From an optimization exercise on the open Yosys and OpenROAD flow, aimed at small area and a short achievable clock period; shortcuts taken in it are not production practice. Where RTL was checked, it was by simulation tests only, not by an equivalence proof against the original.

==> indigo <==
==> flow/design.v <==
module p #(parameter DATA_WIDTH = 16, OUT_WIDTH = 32)
(
    input [DATA_WIDTH-1:0] a,
    input [DATA_WIDTH-1:0] b,
    output [OUT_WIDTH-1:0] c,
    output reg done,
    input clk,
    input rst
);
    localparam K = DATA_WIDTH;
    reg [K-1:0] hi;      
    reg [K-1:0] lo;      
    reg [K:0] pp;        
    reg pneg;            
    reg [2:0] cnt;
    assign c = {hi, lo};
    wire [2:0] bits = rst ? {b[1:0], 1'b0} : lo[3:1];
    wire one = bits[0] ^ bits[1];
    wire two = (bits[2] & ~bits[1] & ~bits[0]) | (~bits[2] & bits[1] & bits[0]);
    wire neg = bits[2];
    wire [K:0] m = one ? {a[K-1], a} : two ? {a, 1'b0} : {(K+1){1'b0}};
    wire [K+1:0] sum;
    pfx_add #(.W(K+2)) stepadd (.x({{2{hi[K-1]}}, hi}), .y({pp[K], pp}), .ci(pneg), .s(sum));
    always @(posedge clk) begin
        pp <= m ^ {(K+1){neg}};
        pneg <= neg;
        if (rst) begin
            hi <= 0;
            lo <= b;
            cnt <= 3'd0;
            done <= 1'b0;
        end else if (!done) begin
            hi <= sum[K+1:2];
            lo <= {sum[1:0], lo[K-1:2]};
            cnt <= cnt + 3'd1;
            done <= (cnt == 3'd7);
        end
    end
endmodule
`timescale 1ns / 1ps
module mac #(
    parameter DATA_WIDTH = 16,
              OUT_WIDTH = 32
)(
    input clk,
    input rst,
    input clr,
    input [DATA_WIDTH - 1: 0] a,
    input [DATA_WIDTH - 1: 0] b,
    output reg [OUT_WIDTH-1: 0] out
);
    wire ready;
    wire [OUT_WIDTH-1:0] pro;
    wire [OUT_WIDTH-1:0] acc;
    p #(.DATA_WIDTH(DATA_WIDTH), .OUT_WIDTH(OUT_WIDTH)) product (
        .a(a), .b(b), .c(pro), .done(ready), .clk(clk), .rst(rst)
    );
    pfx_add #(.W(OUT_WIDTH)) accadd (.x(out), .y(pro), .ci(1'b0), .s(acc));
    always @(posedge clk) begin
        if (clr)
            out <= 0;
        else if (ready && !rst)
            out <= acc;
    end
endmodule
module pfx_add #(parameter W = 32, KIND = 1) (
    input [W-1:0] x,
    input [W-1:0] y,
    input ci,
    output [W-1:0] s
);
    localparam L = (W <= 2) ? 1 : (W <= 4) ? 2 : (W <= 8) ? 3 : (W <= 16) ? 4 : (W <= 32) ? 5 : 6;
    wire [W-1:0] p0 = x ^ y;
    wire [W-1:0] g0 = {x[W-1:1] & y[W-1:1], (x[0] & y[0]) | (p0[0] & ci)};
    reg [W-1:0] g, pg;
    integer l, i, j;
    always @* begin
        g = g0;
        pg = p0;
        if (KIND == 0) begin
            for (l = 0; l < L; l = l + 1)
                for (i = 0; i < W; i = i + 1)
                    if ((i >> l) & 1) begin
                        j = ((i >> l) << l) - 1;
                        g[i] = g[i] | (pg[i] & g[j]);
                        pg[i] = pg[i] & pg[j];
                    end
        end else begin
            for (l = 0; l < L; l = l + 1)
                for (i = 0; i < W; i = i + 1)
                    if (((i + 1) % (2 << l)) == 0) begin
                        g[i] = g[i] | (pg[i] & g[i - (1 << l)]);
                        pg[i] = pg[i] & pg[i - (1 << l)];
                    end
            for (l = L - 2; l >= 0; l = l - 1)
                for (i = 0; i < W; i = i + 1)
                    if (((i + 1) % (2 << l)) == (1 << l) && i >= (2 << l)) begin
                        g[i] = g[i] | (pg[i] & g[i - (1 << l)]);
                        pg[i] = pg[i] & pg[i - (1 << l)];
                    end
        end
    end
    assign s = p0 ^ {g[W-2:0], ci};
endmodule
==> flow/flow/run.sh <==
#!/bin/bash
# Standard ORFS layout (the standard.sh), with port buffers of a plain buffer
# cell and setup repair aiming further below the clock period. Make's full output
# goes to flow_make.log; ORFS keeps each tool's log under orfs/logs.
set -euo pipefail
bash standard.sh \
  "BUFFER_PORTS_ARGS=-buffer_cell sky130_fd_sc_hd__buf_1" \
  SETUP_SLACK_MARGIN=8.7 \
  finish > flow_make.log 2>&1
==> flow/standard.sh <==
#!/bin/bash
# synth_recipe.tcl (not shown) runs the flow's synth.tcl, then flattens the netlist and writes it again
# the make line also repeats each setting of config.mk as NAME=value (left out here)
make -C /OpenROAD-flow-scripts/flow DESIGN_CONFIG=/design/flow/config.mk WORK_HOME=/design/flow/orfs CLKGATE_MAP_FILE= SYNTH_SCRIPT=/design/flow/synth_recipe.tcl "${@:-finish}"
==> flow/config.mk <==
export PLATFORM = sky130hd
export DESIGN_NAME = mac
export DESIGN_NICKNAME = mac
export VERILOG_FILES = /design/flow/design.v
export SDC_FILE = /design/flow/constraint.sdc
export NUM_CORES = 4
export LEC_CHECK = 0
export ABC_AREA = 1
export CAP_MARGIN = 20
export CORE_MARGIN = 2
export CORE_UTILIZATION = 40
export CTS_BUF_LIST = sky130_fd_sc_hd__clkbuf_4 sky130_fd_sc_hd__clkbuf_8
export CTS_CLUSTER_SIZE = 40
export SLEW_MARGIN = 20
export TNS_END_PERCENT = 0
==> flow/constraint.sdc <==
create_clock -name core_clock -period 12.0 [get_ports {clk}]
set_input_delay 2.4000 -clock core_clock [delete_from_list [all_inputs] [get_ports {clk}]]
set_output_delay 2.4000 -clock core_clock [all_outputs]
set_load 0.01 [all_outputs]
==> garnet: changes against indigo <==
==> flow/design.v, changed modules only <==
module p #(parameter DATA_WIDTH = 16, OUT_WIDTH = 32)
(
    input [DATA_WIDTH-1:0] a,
    input [DATA_WIDTH-1:0] b,
    output [OUT_WIDTH-1:0] c,
    output reg done,
    input clk,
    input rst
);
    localparam K = DATA_WIDTH;
    reg [K-1:0] areg;    
    reg [K-1:0] hi;      
    reg [K-1:0] lo;      
    reg bprev;           
    reg [2:0] cnt;
    assign c = {hi, lo};
    wire one = lo[0] ^ bprev;
    wire two = (lo[1] & ~lo[0] & ~bprev) | (~lo[1] & lo[0] & bprev);
    wire neg = lo[1];
    wire [K+1:0] m = one ? {{2{areg[K-1]}}, areg} :
                     two ? {areg[K-1], areg, 1'b0} : {(K+2){1'b0}};
    wire [K+1:0] sum = {{2{hi[K-1]}}, hi} + (m ^ {(K+2){neg}}) + neg;
    always @(posedge clk) begin
        areg <= a;
        if (rst) begin
            hi <= 0;
            lo <= b;
            bprev <= 1'b0;
            cnt <= 3'd0;
            done <= 1'b0;
        end else if (!done) begin
            hi <= sum[K+1:2];
            lo <= {sum[1:0], lo[K-1:2]};
            bprev <= lo[1];
            cnt <= cnt + 3'd1;
            done <= (cnt == 3'd7);
        end
    end
endmodule
module mac #(
    parameter DATA_WIDTH = 16,
              OUT_WIDTH = 32
)(
    input clk,
    input rst,
    input clr,
    input [DATA_WIDTH - 1: 0] a,
    input [DATA_WIDTH - 1: 0] b,
    output reg [OUT_WIDTH-1: 0] out
);
    wire ready;
    wire [OUT_WIDTH-1:0] pro;
    p #(.DATA_WIDTH(DATA_WIDTH), .OUT_WIDTH(OUT_WIDTH)) product (
        .a(a), .b(b), .c(pro), .done(ready), .clk(clk), .rst(rst)
    );
    always @(posedge clk) begin
        if (clr)
            out <= 0;
        else if (ready && !rst)
            out <= out + pro;
    end
endmodule
// module pfx_add removed
==> flow/run.sh (new file) <==
#!/bin/bash
# synth_recipe.tcl (not shown) runs the flow's synth.tcl, then flattens the netlist and writes it again
# the make line also repeats each setting of config.mk as NAME=value (left out here)
make -C /OpenROAD-flow-scripts/flow DESIGN_CONFIG=/design/flow/config.mk WORK_HOME=/design/flow/orfs CLKGATE_MAP_FILE= SYNTH_SCRIPT=/design/flow/synth_recipe.tcl finish
Settings changed: CTS_BUF_LIST sky130_fd_sc_hd__clkbuf_4 sky130_fd_sc_hd__clkbuf_8 to default, CTS_CLUSTER_SIZE 40 to default, TNS_END_PERCENT 0 to default.
removed: flow/flow/run.sh
removed: flow/standard.sh
==> notes <==
Between garnet and indigo, the lower synthesized cell count is in indigo (gap about 60%, measured against indigo).
Of indigo and garnet, garnet has the higher via count (gap 30%, measured against garnet).
Between garnet and indigo, the lower routed wire length is in indigo (gap about 37%, measured against indigo).
Between garnet and indigo, the lower sequential share of layout area is in garnet (gap 5.8 points).
The RTL of garnet was laid out without a check of its function.

[what the ideal ports hide]
How much do the figures lean on ideal ports? The routed layouts below were timed once more, with nothing changed but the port constraints.
Step 1, drivers: a clkbuf_16 drives clk and a buf_2 each remaining input, both assumed.
Step 2 adds t to the input delays and takes it off the output delays; t is the mean of the earliest and latest rising clock arrival at the registers after step 1. Input paths then give back, and output paths get back, about the clock's delay inside the block.
Slacks: ideal / step 1 / step 2; pairs: ideal / step 1.
| run | t (ns) | setup WS [ns] | worst setup path after step 2 | worst slew at a driven data input, ns |
|---|---|---|---|---|
| indigo | 0.389 | 8.636 / 8.630 / 8.241 | input to register | 0.05 |
| garnet | 0.393 | 7.681 / 7.703 / 7.311 | input to register | 0.03 |
After both steps setup and hold are still met in every run listed. For indigo, which loses most, drivers alone change the setup slack by -0.006 ns; drivers and shift together by -0.395 ns.
